This is an optimization exercise on Yosys and OpenROAD, whose aim is small area, not a production implementation. Function was checked by simulation only, so behaviour that the tests miss may differ from the original. Power and IR drop assume default switching activity.

**flow/config.mk**
```make
export PLATFORM = sky130hd
export DESIGN_NAME = xspi_top
export DESIGN_NICKNAME = xspi_top
export VERILOG_FILES = /design/flow/design.v
export SDC_FILE = /design/flow/constraint.sdc
export NUM_CORES = 4
export LEC_CHECK = 0
export CAP_MARGIN = 20
export CORE_MARGIN = 2
export CORE_UTILIZATION = 40
export SLEW_MARGIN = 20
```
**flow/constraint.sdc**
```tcl
create_clock -name core_clock -period 10.0 [get_ports {clk}]
set_input_delay 2.0000 -clock core_clock [delete_from_list [all_inputs] [get_ports {clk}]]
set_output_delay 2.0000 -clock core_clock [all_outputs]
set_load 0.01 [all_outputs]
```
**flow/design.v**
```verilog
module crc8 (
    input  wire       clk,       
    input  wire       rst,       
    input  wire       enable,    
    input  wire       clear,     
    input  wire [7:0] data_in,   
    output reg  [7:0] crc_out    
);
    parameter POLY = 8'h07;  
    wire [7:0] crc_in = crc_out ^ data_in;
    wire [7:0] stage0 = (crc_in[7]) ? (crc_in << 1) ^ POLY : (crc_in << 1);
    wire [7:0] stage1 = (stage0[7]) ? (stage0 << 1) ^ POLY : (stage0 << 1);
    wire [7:0] stage2 = (stage1[7]) ? (stage1 << 1) ^ POLY : (stage1 << 1);
    wire [7:0] stage3 = (stage2[7]) ? (stage2 << 1) ^ POLY : (stage2 << 1);
    wire [7:0] stage4 = (stage3[7]) ? (stage3 << 1) ^ POLY : (stage3 << 1);
    wire [7:0] stage5 = (stage4[7]) ? (stage4 << 1) ^ POLY : (stage4 << 1);
    wire [7:0] stage6 = (stage5[7]) ? (stage5 << 1) ^ POLY : (stage5 << 1);
    wire [7:0] crc_next = (stage6[7]) ? (stage6 << 1) ^ POLY : (stage6 << 1);
    always @(posedge clk or posedge rst) begin
        if (rst)
            crc_out <= 8'h00;
        else if (clear)
            crc_out <= 8'h00;
        else if (enable)
            crc_out <= crc_next;
    end
endmodule 
module crc8_slave (
    input  wire       clk,       
    input  wire       rst,       
    input  wire       enable,    
    input  wire       clear,     
    input  wire [7:0] data_in,   
    output reg  [7:0] crc_out    
);
    parameter POLY = 8'h07;  
    wire [7:0] crc_in = crc_out ^ data_in;
    wire [7:0] stage0 = (crc_in[7]) ? (crc_in << 1) ^ POLY : (crc_in << 1);
    wire [7:0] stage1 = (stage0[7]) ? (stage0 << 1) ^ POLY : (stage0 << 1);
    wire [7:0] stage2 = (stage1[7]) ? (stage1 << 1) ^ POLY : (stage1 << 1);
    wire [7:0] stage3 = (stage2[7]) ? (stage2 << 1) ^ POLY : (stage2 << 1);
    wire [7:0] stage4 = (stage3[7]) ? (stage3 << 1) ^ POLY : (stage3 << 1);
    wire [7:0] stage5 = (stage4[7]) ? (stage4 << 1) ^ POLY : (stage4 << 1);
    wire [7:0] stage6 = (stage5[7]) ? (stage5 << 1) ^ POLY : (stage5 << 1);
    wire [7:0] crc_next = (stage6[7]) ? (stage6 << 1) ^ POLY : (stage6 << 1);
  always @(negedge clk or posedge rst) begin
        if (rst)
            crc_out <= 8'h00;
        else if (clear)
            crc_out <= 8'h00;
        else if (enable)
            crc_out <= crc_next;
    end
endmodule 
module xspi_sopi_controller (
    input  wire        clk,       
    input  wire        rst_n,     
    output reg         cs_n,      
    output reg         sck,       
    output reg [7:0]   io_out,    
    input  wire [7:0]  io_in,     
    output reg         io_oe,     
    input  wire        start,     
  input  wire [7:0]  command_in,   
  input  wire [47:0] address_in,   
  input  wire [63:0] wr_data_in,   
    output reg [63:0]  rd_data,   
    output reg         done,      
    output reg         crc_ca_match,
    output reg         crc_data_match,
    output reg         crc_ca_error,
    output reg         crc_data_error,
    input wire         crc_ca_error_slave,
    input wire         crc_data_error_slave
);
    reg [2:0] wait_cycles;
    reg [7:0] command;
    reg [47:0] address;
    reg [63:0] wr_data;
    reg [3:0] retransmit_cnt;   
    reg [3:0] state;          
    reg [3:0] next_state;     
    localparam Latency         = 3'd6;
    localparam STATE_IDLE      = 4'd0;  
    localparam STATE_CMD       = 4'd1;  
    localparam STATE_ADDR      = 4'd2;  
    localparam STATE_SEND_CRC_CA = 4'd3;  
    localparam STATE_WR_DATA   = 4'd4;  
    localparam STATE_SEND_CRC_DATA = 4'd5;  
    localparam STATE_RD_DATA   = 4'd6;  
    localparam STATE_RECV_CRC_DATA = 4'd7;  
    localparam STATE_RECV_CRC_CA = 4'd8;  
    localparam STATE_FINISH    = 4'd9;  
    reg [3:0] byte_cnt;       
    reg [63:0] rdata_buf;     
    reg crc_ca_clear, crc_ca_enable;
    wire [7:0] crc_ca_out;
    reg [7:0] crc_ca_recv;
    reg crc_data_clear, crc_data_enable;
    wire [7:0] crc_data_out;
    reg [7:0] crc_data_recv;
    reg [7:0] data_for_crc;
    crc8 crc_ca_inst (
        .clk(clk),
        .rst(!rst_n),
        .enable(crc_ca_enable),
        .clear(crc_ca_clear),
        .data_in(data_for_crc),
        .crc_out(crc_ca_out)
    );
    crc8 crc_data_inst (
        .clk(clk),
        .rst(!rst_n),
        .enable(crc_data_enable),
        .clear(crc_data_clear),
        .data_in(data_for_crc),
        .crc_out(crc_data_out)
    );
    always @(posedge clk or negedge rst_n) begin
        if (!rst_n)
            state <= STATE_IDLE;
        else
            state <= next_state;
    end
    always @(*) begin
        next_state = state;
        case (state)
            STATE_IDLE:
                if (start)
                    next_state = STATE_CMD;
            STATE_CMD:
                next_state = STATE_ADDR;
            STATE_ADDR:
                if (byte_cnt == 6)
                    next_state = STATE_SEND_CRC_CA;
            STATE_SEND_CRC_CA:
                next_state = (command == 8'hFF) ? STATE_RECV_CRC_CA : (command == 8'hA5) ? STATE_WR_DATA : STATE_FINISH;
            STATE_RECV_CRC_CA:
                next_state = (command == 8'hFF) ? STATE_RD_DATA : STATE_FINISH;
            STATE_WR_DATA:
                if (byte_cnt == 14)
                    next_state = STATE_SEND_CRC_DATA;
            STATE_SEND_CRC_DATA:
                next_state = STATE_FINISH;
            STATE_RD_DATA:
                if (byte_cnt == 15)
                    next_state = STATE_RECV_CRC_DATA;
            STATE_RECV_CRC_DATA:
                next_state = STATE_FINISH;
            STATE_FINISH:
                if ((crc_ca_error_slave == 1'b1 || crc_data_error_slave == 1'b1 || crc_data_error == 1'b1) && retransmit_cnt < 4'd3) begin
                    next_state = STATE_CMD;   
                end else begin
                    next_state = STATE_IDLE;
                end
            default:
                next_state = STATE_IDLE;
        endcase
    end
    always @(posedge clk or negedge rst_n) begin
        if (!rst_n) begin
            cs_n     <= 1'b1;
            sck      <= 1'b0;
            io_out   <= 8'h00;
            io_oe    <= 1'b0;
            done     <= 1'b0;
            rd_data  <= 64'h0;
            rdata_buf <= 64'h0;
            byte_cnt <= 4'd0;
            wait_cycles <= 3'd0;
            crc_ca_clear <= 1'b1;
            crc_ca_enable <= 1'b0;
            crc_data_clear <= 1'b1;
            crc_data_enable <= 1'b0;
            crc_ca_match <= 1'b0;
            crc_ca_error <= 1'b0;
            crc_data_match <= 1'b0;
            crc_data_error <= 1'b0;
            retransmit_cnt <= 0;
        end else begin
            crc_ca_enable <= 1'b0;
            crc_data_enable <= 1'b0;
            case (state)
                STATE_IDLE: begin
                    done     <= 1'b0;
                    cs_n     <= 1'b1;
                    sck      <= 1'b0;
                    io_oe    <= 1'b0;
                    byte_cnt <= 4'd0;
                    wait_cycles <= 0;
                    crc_ca_clear <= 1'b1;
                    crc_data_clear <= 1'b1;
                    crc_ca_match <= 1'b0;
                    crc_ca_error <= 1'b0;
                    crc_data_match <= 1'b0;
                    crc_data_error <= 1'b0;
                    command<=command_in;
                    address<=address_in;
                    wr_data<=wr_data_in;
                end
                STATE_CMD: begin
                    cs_n     <= 1'b0;
                    io_oe    <= 1'b1;
                    io_out   <= command;
                    byte_cnt <= 1;
                    crc_ca_clear <= 1'b0;
                    crc_ca_enable <= 1'b1;
                    data_for_crc <= command;
                end
                STATE_ADDR: begin
                    io_oe    <= 1'b1;
                    case (byte_cnt)
                        1: begin io_out <= address[47:40]; data_for_crc <= address[47:40]; end
                        2: begin io_out <= address[39:32]; data_for_crc <= address[39:32]; end
                        3: begin io_out <= address[31:24]; data_for_crc <= address[31:24]; end
                        4: begin io_out <= address[23:16]; data_for_crc <= address[23:16]; end
                        5: begin io_out <= address[15:8];  data_for_crc <= address[15:8];  end
                        6: begin io_out <= address[7:0];   data_for_crc <= address[7:0];   end
                    endcase
                  if (byte_cnt<=5)
                    crc_ca_enable <= 1'b1;
                  else crc_ca_enable <= 1'b0;
                    crc_ca_clear <= 1'b0;
                    byte_cnt <= byte_cnt + 1;
                end
                STATE_SEND_CRC_CA: begin
                    io_oe <= 1'b1;
                    io_out <= crc_ca_out;
                    crc_ca_enable <= 1'b0;
                end
                STATE_RECV_CRC_CA: begin
                    io_oe <= 1'b0;
                    crc_ca_recv <= io_in;
                    if (io_in == crc_ca_out) begin
                        crc_ca_match <= 1'b1;
                        crc_ca_error <= 1'b0;
                    end else begin
                        crc_ca_match <= 1'b0;
                        crc_ca_error <= 1'b1;
                    end
                end
                STATE_WR_DATA: begin
                    io_oe    <= 1'b1;
                    case (byte_cnt)
                        7: begin io_out <= wr_data[63:56]; data_for_crc <= wr_data[63:56]; end
                        8: begin io_out <= wr_data[55:48]; data_for_crc <= wr_data[55:48]; end
                        9: begin io_out <= wr_data[47:40]; data_for_crc <= wr_data[47:40]; end
                        10: begin io_out <= wr_data[39:32]; data_for_crc <= wr_data[39:32]; end
                        11: begin io_out <= wr_data[31:24]; data_for_crc <= wr_data[31:24]; end
                        12: begin io_out <= wr_data[23:16]; data_for_crc <= wr_data[23:16]; end
                        13: begin io_out <= wr_data[15:8];  data_for_crc <= wr_data[15:8];  end
                        14: begin io_out <= wr_data[7:0];   data_for_crc <= wr_data[7:0];   end
                    endcase
                  if (byte_cnt<=13)
                    crc_data_enable <= 1'b1;
                  else crc_data_enable <= 1'b0;
                    crc_data_clear <= 0;
                    byte_cnt <= byte_cnt + 1;
                end
                STATE_SEND_CRC_DATA: begin
                    crc_data_clear<=0;
                    io_oe <= 1'b1;
                    io_out <= crc_data_out;
                    crc_data_enable <= 1'b0;
                end
                STATE_RD_DATA: begin
                    crc_ca_match <= 1'b0;
                    io_oe <= 1'b0;
                        case (byte_cnt)
                            8: begin rdata_buf[63:56] <= io_in; data_for_crc <= io_in; end
                            9: begin rdata_buf[55:48] <= io_in; data_for_crc <= io_in; end
                            10: begin rdata_buf[47:40] <= io_in; data_for_crc <= io_in; end
                            11: begin rdata_buf[39:32] <= io_in; data_for_crc <= io_in; end
                            12: begin rdata_buf[31:24] <= io_in; data_for_crc <= io_in; end
                            13: begin rdata_buf[23:16] <= io_in; data_for_crc <= io_in; end
                            14: begin rdata_buf[15:8]  <= io_in; data_for_crc <= io_in; end
                            15: begin rdata_buf[7:0]   <= io_in; data_for_crc <= io_in; end
                        endcase
                  if (byte_cnt>=8 && byte_cnt<=14)
                        crc_data_enable <= 1'b1;
                  else crc_data_enable <= 1'b0;
                      crc_data_clear <= 0;
                  if (Latency-1 > wait_cycles) begin
                        wait_cycles <= wait_cycles +1;
                    end else begin
                        byte_cnt <= byte_cnt + 1;
                    end
                end
                STATE_RECV_CRC_DATA: begin
                    io_oe <= 1'b0;
                    crc_data_recv <= io_in;
                    if (io_in == crc_data_out) begin
                        crc_data_match <= 1'b1;
                        crc_data_error <= 1'b0;
                    end else begin
                        crc_data_match <= 1'b0;
                        crc_data_error <= 1'b1;
                    end
                end
                STATE_FINISH: begin
                    if (crc_ca_error_slave == 1'b1 || crc_data_error_slave == 1'b1 || crc_data_error == 1'b1) begin
                        cs_n    <= 1'b1;   
                        io_oe   <= 1'b0;
                        done    <= 1'b0;
                                    byte_cnt <= 4'd0;
                        wait_cycles <= 3'd0;
                        retransmit_cnt <= retransmit_cnt + 1;   
            crc_ca_clear <= 1'b1;
            crc_data_clear <= 1'b1;
            crc_ca_match <= 1'b0;
            crc_ca_error <= 1'b0;
            crc_data_match <= 1'b0;
            crc_data_error <= 1'b0;
                    end else begin
                        crc_data_match <= 1'b0;
                        cs_n    <= 1'b1;
                        io_oe   <= 1'b0;
                        done    <= 1'b1;
                        rd_data <= rdata_buf;
                    end
                end
            endcase
        end
    end
endmodule
module xspi_sopi_slave (
    input  wire        clk,       
    input  wire        rst_n,     
    input  wire        cs_n,      
    input  wire        sck,       
    output reg [7:0]   io_out,    
    input  wire [7:0]  io_in,     
    output reg         io_oe,     
    output reg         ready,      
    output reg         crc_ca_match,
    output reg         crc_data_match,
    output reg         crc_ca_error,
    output reg         crc_data_error,
    input wire         crc_ca_error_master,
    input wire         crc_data_error_master
);
    reg [3:0] state;          
    localparam STATE_IDLE         = 4'd0;  
    localparam STATE_CMD          = 4'd1;  
    localparam STATE_ADDR         = 4'd2;  
    localparam STATE_RECV_CRC_CA  = 4'd3;  
    localparam STATE_WAIT_LATENCY = 4'd4;  
    localparam STATE_WR_DATA      = 4'd5;  
    localparam STATE_RECV_CRC_DATA= 4'd6;  
    localparam STATE_RD_DATA      = 4'd7;  
    localparam STATE_SEND_CRC_DATA= 4'd8;  
    localparam STATE_DONE         = 4'd9;  
    reg [3:0] byte_cnt;
    reg [2:0] latency_cnt;
    reg [3:0] retransmit_cnt;   
    reg [7:0]  command_reg;
    reg [47:0] addr_reg;
    reg [63:0] data_reg;
    reg [63:0] mem;
    reg crc_ca_clear, crc_ca_enable;
    wire [7:0] crc_ca_out;
    reg [7:0] crc_ca_recv;
    reg crc_data_clear, crc_data_enable;
    wire [7:0] crc_data_out;
    reg [7:0] crc_data_recv;
    reg [7:0] data_for_crc;
    crc8 crc_ca_inst (
        .clk(clk),
        .rst(!rst_n),
        .enable(crc_ca_enable),
        .clear(crc_ca_clear),
        .data_in(data_for_crc),
        .crc_out(crc_ca_out)
    );
    crc8_slave crc_data_inst (
        .clk(clk),
        .rst(!rst_n),
        .enable(crc_data_enable),
        .clear(crc_data_clear),
        .data_in(data_for_crc),
        .crc_out(crc_data_out)
    );
    always @(negedge clk or negedge rst_n) begin
        if (!rst_n) begin
            state       <= STATE_IDLE;
            io_out      <= 8'h00;
            io_oe       <= 1'b0;
            byte_cnt    <= 4'd0;
            latency_cnt <= 3'd0;
            retransmit_cnt <= 4'd0;
            ready       <= 1'b0;
            command_reg <= 8'h00;
            addr_reg    <= 48'h0;
            data_reg    <= 64'h0;
            mem         <= 64'h0;
            crc_ca_clear <= 1'b1;
            crc_ca_enable <= 1'b0;
            crc_data_clear <= 1'b1;
            crc_data_enable <= 1'b0;
            crc_ca_match <= 1'b0;
            crc_ca_error <= 1'b0;
            crc_data_match <= 1'b0;
            crc_data_error <= 1'b0;
        end else begin
            crc_ca_enable <= 1'b0;
            crc_data_enable <= 1'b0;
            case (state)
                STATE_IDLE: begin
                    ready <= 0;
                    byte_cnt <= 0;
                    io_oe <= 1'b0;
                    crc_ca_clear <= 1'b1;
                    crc_data_clear <= 1'b1;
                    crc_ca_match <= 1'b0;
                    crc_ca_error <= 1'b0;
                    crc_data_match <= 1'b0;
                    crc_data_error <= 1'b0;
                        state <= STATE_CMD;
                end
                STATE_CMD: begin
                    if (!cs_n) begin
                        command_reg <= io_in;
                        byte_cnt    <= 1;
                        state       <= STATE_ADDR;
                        crc_ca_clear <= 1'b0;
                        crc_ca_enable <= 1'b1;
                        data_for_crc <= io_in;
                    end  
                end
                STATE_ADDR: begin
                    case (byte_cnt)
                        1: begin addr_reg[47:40] <= io_in; data_for_crc <= io_in; end
                        2: begin addr_reg[39:32] <= io_in; data_for_crc <= io_in; end
                        3: begin addr_reg[31:24] <= io_in; data_for_crc <= io_in; end
                        4: begin addr_reg[23:16] <= io_in; data_for_crc <= io_in; end
                        5: begin addr_reg[15:8]  <= io_in; data_for_crc <= io_in; end
                        6: begin addr_reg[7:0]   <= io_in; data_for_crc <= io_in; end
                    endcase
                  if (byte_cnt<=5)
                    crc_ca_enable <= 1'b1;
                  else crc_ca_enable <= 1'b0;
                    crc_ca_clear <= 1'b0;
                    byte_cnt <= byte_cnt + 1;
                    if (byte_cnt == 6) state <= STATE_RECV_CRC_CA;
                end
                STATE_RECV_CRC_CA: begin
                    crc_ca_recv <= io_in;
                    if (io_in == crc_ca_out) begin
                      if (retransmit_cnt < 3) begin
                        crc_ca_match <= 1'b0;
                        crc_ca_error <= 1'b1;
                      end
                      else begin
                        crc_ca_match <= 1'b1;
                        crc_ca_error <= 1'b0;
                      end
                    end else begin
                        crc_ca_match <= 1'b0;
                        crc_ca_error <= 1'b1;
                    end
                    if (command_reg == 8'hFF) begin
                        latency_cnt <= 0;
                        state <= STATE_WAIT_LATENCY;
                    end else if (command_reg == 8'hA5) begin
                        state <= STATE_WR_DATA;
                    end else begin
                        state <= STATE_DONE;
                    end
                end
                STATE_WAIT_LATENCY: begin
                  crc_ca_match<=0;
                    latency_cnt <= latency_cnt + 1;
                    if (latency_cnt == 3'd5) begin
                        data_reg <= mem;
                        byte_cnt <= 7;
                        io_oe    <= 1'b1;
                        state    <= STATE_RD_DATA;
                        crc_data_clear <= 1'b1;
                    end
                end
                STATE_WR_DATA: begin
                  crc_ca_match<=0;
                    case (byte_cnt)
                        7:  begin data_reg[63:56] <= io_in; data_for_crc <= io_in; end
                        8:  begin data_reg[55:48] <= io_in; data_for_crc <= io_in; end
                        9:  begin data_reg[47:40] <= io_in; data_for_crc <= io_in; end
                        10: begin data_reg[39:32] <= io_in; data_for_crc <= io_in; end
                        11: begin data_reg[31:24] <= io_in; data_for_crc <= io_in; end
                        12: begin data_reg[23:16] <= io_in; data_for_crc <= io_in; end
                        13: begin data_reg[15:8]  <= io_in; data_for_crc <= io_in; end
                        14: begin data_reg[7:0]   <= io_in; data_for_crc <= io_in; end
                    endcase
                   if (byte_cnt>=7 && byte_cnt<=13)
                    crc_data_enable <= 1'b1;
                  else crc_data_enable <= 1'b0;
                    crc_data_clear <= 0;
                    byte_cnt <= byte_cnt + 1;
                    if (byte_cnt == 14) state <= STATE_RECV_CRC_DATA;
                end
                STATE_RECV_CRC_DATA: begin
                    crc_data_clear<=0;
                    crc_data_recv <= io_in;
                    if (io_in == crc_data_out) begin
                        crc_data_match <= 1'b1;
                        crc_data_error <= 1'b0;
                    end else begin
                        crc_data_match <= 1'b0;
                        crc_data_error <= 1'b1;
                    end
                    mem <= data_reg;
                    state <= STATE_DONE;
                end
                STATE_RD_DATA: begin
                    case (byte_cnt)
                        7:  begin io_out <= data_reg[63:56]; data_for_crc <= data_reg[63:56]; end
                        8:  begin io_out <= data_reg[55:48]; data_for_crc <= data_reg[55:48]; end
                        9:  begin io_out <= data_reg[47:40]; data_for_crc <= data_reg[47:40]; end
                        10: begin io_out <= data_reg[39:32]; data_for_crc <= data_reg[39:32]; end
                        11: begin io_out <= data_reg[31:24]; data_for_crc <= data_reg[31:24]; end
                        12: begin io_out <= data_reg[23:16]; data_for_crc <= data_reg[23:16]; end
                        13: begin io_out <= data_reg[15:8];  data_for_crc <= data_reg[15:8];  end
                        14: begin io_out <= data_reg[7:0];   data_for_crc <= data_reg[7:0];   end
                    endcase
                  if (byte_cnt>=7 && byte_cnt<=13)
                    crc_data_enable <= 1'b1;
                  else crc_data_enable <= 1'b0;
                    crc_data_clear <= 0;
                    byte_cnt <= byte_cnt + 1;
                  if (byte_cnt == 14) state <= STATE_SEND_CRC_DATA;
                end
                STATE_SEND_CRC_DATA: begin
                    io_out <= crc_data_out;
                    io_oe <= 1'b1;
                    crc_data_enable <= 1'b0;
                    state <= STATE_DONE;
                end
                STATE_DONE: begin
                    crc_data_match <= 1'b0;
                    io_oe <= 1'b0;
                    if ((crc_ca_error_master == 1'b1 || crc_data_error_master == 1'b1 || crc_ca_error == 1'b1 || crc_data_error == 1'b1) && retransmit_cnt < 4'd3) begin
                        byte_cnt <= 4'd0;
                        latency_cnt <= 3'd0;
                        retransmit_cnt <= retransmit_cnt + 1;
                        crc_ca_clear <= 1'b1;
                        crc_data_clear <= 1'b1;
                        crc_ca_match <= 1'b0;
                        crc_ca_error <= 1'b0;
                        crc_data_match <= 1'b0;
                        crc_data_error <= 1'b0;
                        state <= STATE_CMD;
                        ready <= 1'b0;
                    end else begin
                        state <= STATE_IDLE;
                        ready <= 1'b1;
                    end
                end
                default: state <= STATE_IDLE;
            endcase
        end
    end
endmodule
module xspi_top (
    input  wire        clk,       
    input  wire        rst_n,     
    input  wire        start,     
    input  wire [7:0]  command,   
    input  wire [47:0] address,   
    input  wire [63:0] wr_data,   
    output wire [63:0] rd_data,   
    output wire        done,      
    output wire        ready,     
    output wire        crc_ca_match_slave,
    output wire        crc_ca_error_slave,
    output wire        crc_ca_match_master,
    output wire        crc_ca_error_master,
    output wire        crc_data_match_master,
    output wire        crc_data_error_master,
    output wire        crc_data_match_slave,
    output wire        crc_data_error_slave
);
    wire        cs_n;            
    wire        sck;             
    wire [7:0]  master_io_out;   
    wire [7:0]  slave_io_out;    
    wire        master_io_oe;    
    wire        slave_io_oe;     
    wire [7:0]  io_bus;          
    assign io_bus = master_io_oe ? master_io_out : 
                    slave_io_oe  ? slave_io_out  : 8'h00;
    xspi_sopi_controller master (
        .clk(clk),
        .rst_n(rst_n),
        .cs_n(cs_n),
        .sck(sck),
        .io_out(master_io_out),
        .io_in(io_bus),
        .io_oe(master_io_oe),
        .start(start),
        .command_in(command),
        .address_in(address),
        .wr_data_in(wr_data),
        .rd_data(rd_data),
        .done(done),
        .crc_ca_match(crc_ca_match_master),
        .crc_data_match(crc_data_match_master),
        .crc_ca_error(crc_ca_error_master),
        .crc_data_error(crc_data_error_master),
        .crc_ca_error_slave(crc_ca_error_slave),
        .crc_data_error_slave(crc_data_error_slave)
    );
    xspi_sopi_slave slave (
        .clk(clk),
        .rst_n(rst_n),
        .cs_n(cs_n),
        .sck(sck),
        .io_out(slave_io_out),
        .io_in(io_bus),
        .io_oe(slave_io_oe),
        .ready(ready),
        .crc_ca_match(crc_ca_match_slave),
        .crc_data_match(crc_data_match_slave),
        .crc_ca_error(crc_ca_error_slave),
        .crc_data_error(crc_data_error_slave),
        .crc_ca_error_master(crc_ca_error_master),
        .crc_data_error_master(crc_data_error_master)
    );
endmodule
```
**flow/run.sh**
```bash
#!/bin/bash
# synth_recipe.tcl (not shown) runs the flow's synth.tcl, then flattens the netlist and writes it again
# the make line also repeats each setting of config.mk as NAME=value (left out here)
make -C /OpenROAD-flow-scripts/flow DESIGN_CONFIG=/design/flow/config.mk WORK_HOME=/design/flow/orfs CLKGATE_MAP_FILE= SYNTH_SCRIPT=/design/flow/synth_recipe.tcl finish
```
==> results.cfg <==
[run_status]
outcome = finished clean

[layout]
areaGrowthSynthToFinish_pct = 20.53
seqCellArea_mm2 = 0.01317
drive_gt1_share_pct = 13.77
most-common-layout-cells = o21ai_0, nand2_1, clkdlybuf4s50_1, dfrtp_1, dfrtn_1
nets = 2231
layout_commonest_cell = o21ai_0
multiInputGateArea_mm2 = 0.008610
num-fill-cells = 4880

[floorplanning]
io-pin-count = 197
start_util_pct = 40.56
die_area_mm2 = 0.05788
fp.dieH_um = 240.6
core_area_mm2 = 0.05520
num_rows = 86
dieWidth_um = 240.6

[logic_synthesis]
yosysSeqAreaShare_pct = 58.84
synth.distinct_cells = 85
syn_nets = 2068
synth_seq_cells = 499
yosys_warnings = 4
netlist.area_leader.share_pct = 20.45
synth.cell_area_mm2 = 0.02239
synth_top_area_cell = dfrtp_1
ys_async_sr_fraction_pct = 72.75
synth-edff-count = 136
ys.flop_type = dfrtp_1
syn-instance-count = 1928
syn_avg_cell_area_um2 = 11.61
synth_area_leaders = dfrtp_1, dfrtn_1, edfxtp_1, mux2_2, o21ai_0

[setup_path]
endpoint_kind = output port
critPathTopFamily = buffers and inverters
cp_slowest_cell = clkdlybuf4s50_1
required_ns = 8.00
rrSetupSlack_ns = 2.35
slowest_delay_ns = 0.55
path_class = flop to output port
worstPathArrival_ns = 6.57
critPathMaxFanout = 4
reg2reg_from = master.io_oe
crit_chain = clkdlybuf4s50_1
worst_setup_path_start_kind = flop
worst-r2r-cell-count = 7
r2r_end = slave.crc_data_error
worst-path-buf-inv = 1

[power_and_ir_drop]
share_comb_of_total_power_pct = 29.1
power_switching_w = 0.002350
p_total_w = 0.006874
p_seq_share_pct = 39.6
max-vdd-ir-drop_v = 0.0001703
switching_share_pct = 34.19
cellLeakagePower_nw = 11.23
p_int_w = 0.004523
powerDensity_mw_per_mm2 = 254.7
p_clk_share_pct = 31.4

[clock_network]
cts_resized = 0
clk_pin_slew_worst_paths_ns = 0.04
cts_root_buf = clkbuf_16
cts_buffers = 53
cts_tree = built
htreeDepth = 2
insertion_delay_ns = 0.63
cts_setup_buffers = 0
clock-sinks = 499
cts_buffer_depth = 3
hold_buffers = 0

[min_path]
hold_path.class = flop to flop
hold_depth = 0
min_to = slave.retransmit_cnt[3]
min_from = slave.retransmit_cnt[3]

[routing]
drc_errors = 0
num_vias = 15560
postRouteAntennaNets = 0
wl_per_cell_um = 20.32
drt_iter0_drc = 1364
wl_um = 58610
vias_per_cell = 5.397
dr.pass1.iters = 6

[global_route]
grt_pass1_wl_um = 90220
grt_use_total_pct = 20.19
grt_max_degree = 155
grt-ovfl-total = 0
antenna_found_initial = 6
first_global_vias = 15250

[sta]
hold_viol = 0
fin_setup_tns_ns = 0
fin_skew_ns = 0.06747
setup_viol = 0
maxSlewViolCount = 0
worstMarginPinSlew_ns = 1.056
whs_ns = 0.3283
grt_setup_unrepaired = no
maxSlewHeadroom_pct = 29.38

[placed_design]
dp_hpwl_um = 39210
gp_congestion = 0.8627
io_buffers = 196

[flow_run]
cap_viol_max_count = 0
## metal layers
layer	vias up	share of wire (%)	global-route usage, %
li1	7278	-	-
met1	7767	46	29.50
met2	432	46	31.10
met3	81	5.8	3.763
met4	6	1.8	5.007
met5	-	0.061	0
## logic make-up after synthesis
group,synth area share (%)
and+or+nand+nor,9.260
buffers and inverters,2.816
adders and majority gates,0.9500
DFF,58.84
AOI/OAI and AO/OA,14.55
muxes,7.913
xor gates and xnor gates,5.678
## worst max path at each step
stage	cells after the start	slack (ns)	end	from
after floorplan	2	2.30	slave.data_for_crc[0]	rst_n
after detailed placement	3	1.73	slave.data_for_crc[1]	rst_n
after CTS	1	1.39	crc_data_error_slave	slave.crc_data_error
after global placement	3	1.76	slave.data_for_crc[0]	rst_n
after global routing	1	1.35	crc_ca_error_slave	slave.crc_ca_error
final	1	1.43	crc_data_error_slave	slave.crc_data_error
## layout make-up
type	count	area share, %
tap	748	3.468
multi-input combinational	1282	31.90
clock buffer	70	5.721
timing repair buffer	228	8.225
sequential	499	48.82
inverter	17	0.2365
antenna	1	0.009273
clock inverter	39	1.618
## cells in the mapped netlist, types with 7 or more instances
cell type	count
a32o_1	10
nand4_1	10
xnor3_1	9
a22o_1	7
xor2_1	47
a22oi_2	7
xnor2_1	75
buf_2	29
nand2_1	245
nand3_1	12
and3_1	8
o31ai_1	9
clkbuf_1	80
nor3_1	21
a221oi_1	16
buf_1	12
o22ai_1	22
mux2i_1	24
nand2b_1	12
a211oi_1	29
a21oi_1	54
a22oi_1	29
nor2b_1	19
o211ai_1	8
a21o_1	9
o21ai_0	249
edfxtp_1	136
nor2_1	95
a222oi_1	11
ha_1	17
dfrtn_1	175
mux2_2	128
dfrtp_1	183
and2_1	7
inv_1	18
nor4_1	7
## through the flow
step	instance area [µm²]	setup WS (ns)	util [%]	cells
floorplan	22390	2.301	-	1928
global placement	25010	1.760	45.30	2775
global route	26990	1.346	48.89	2884
detailed placement	25010	1.735	45.30	2775
finish	26990	1.428	48.89	2884
CTS	26980	1.393	48.88	2883
## power groups by stage
| stage | Sequential, W | Combinational (W) | Clock (W) |
|---|---|---|---|
| after floorplan | 0.00259 | 0.00152 | 0.00000668 |
| after global placement | 0.00274 | 0.00196 | 0.00000668 |
| after detailed placement | 0.00275 | 0.00199 | 0.00000668 |
| after CTS | 0.00271 | 0.00200 | 0.00220 |
| after global routing | 0.00275 | 0.00220 | 0.00229 |
| final | 0.00272 | 0.00200 | 0.00216 |
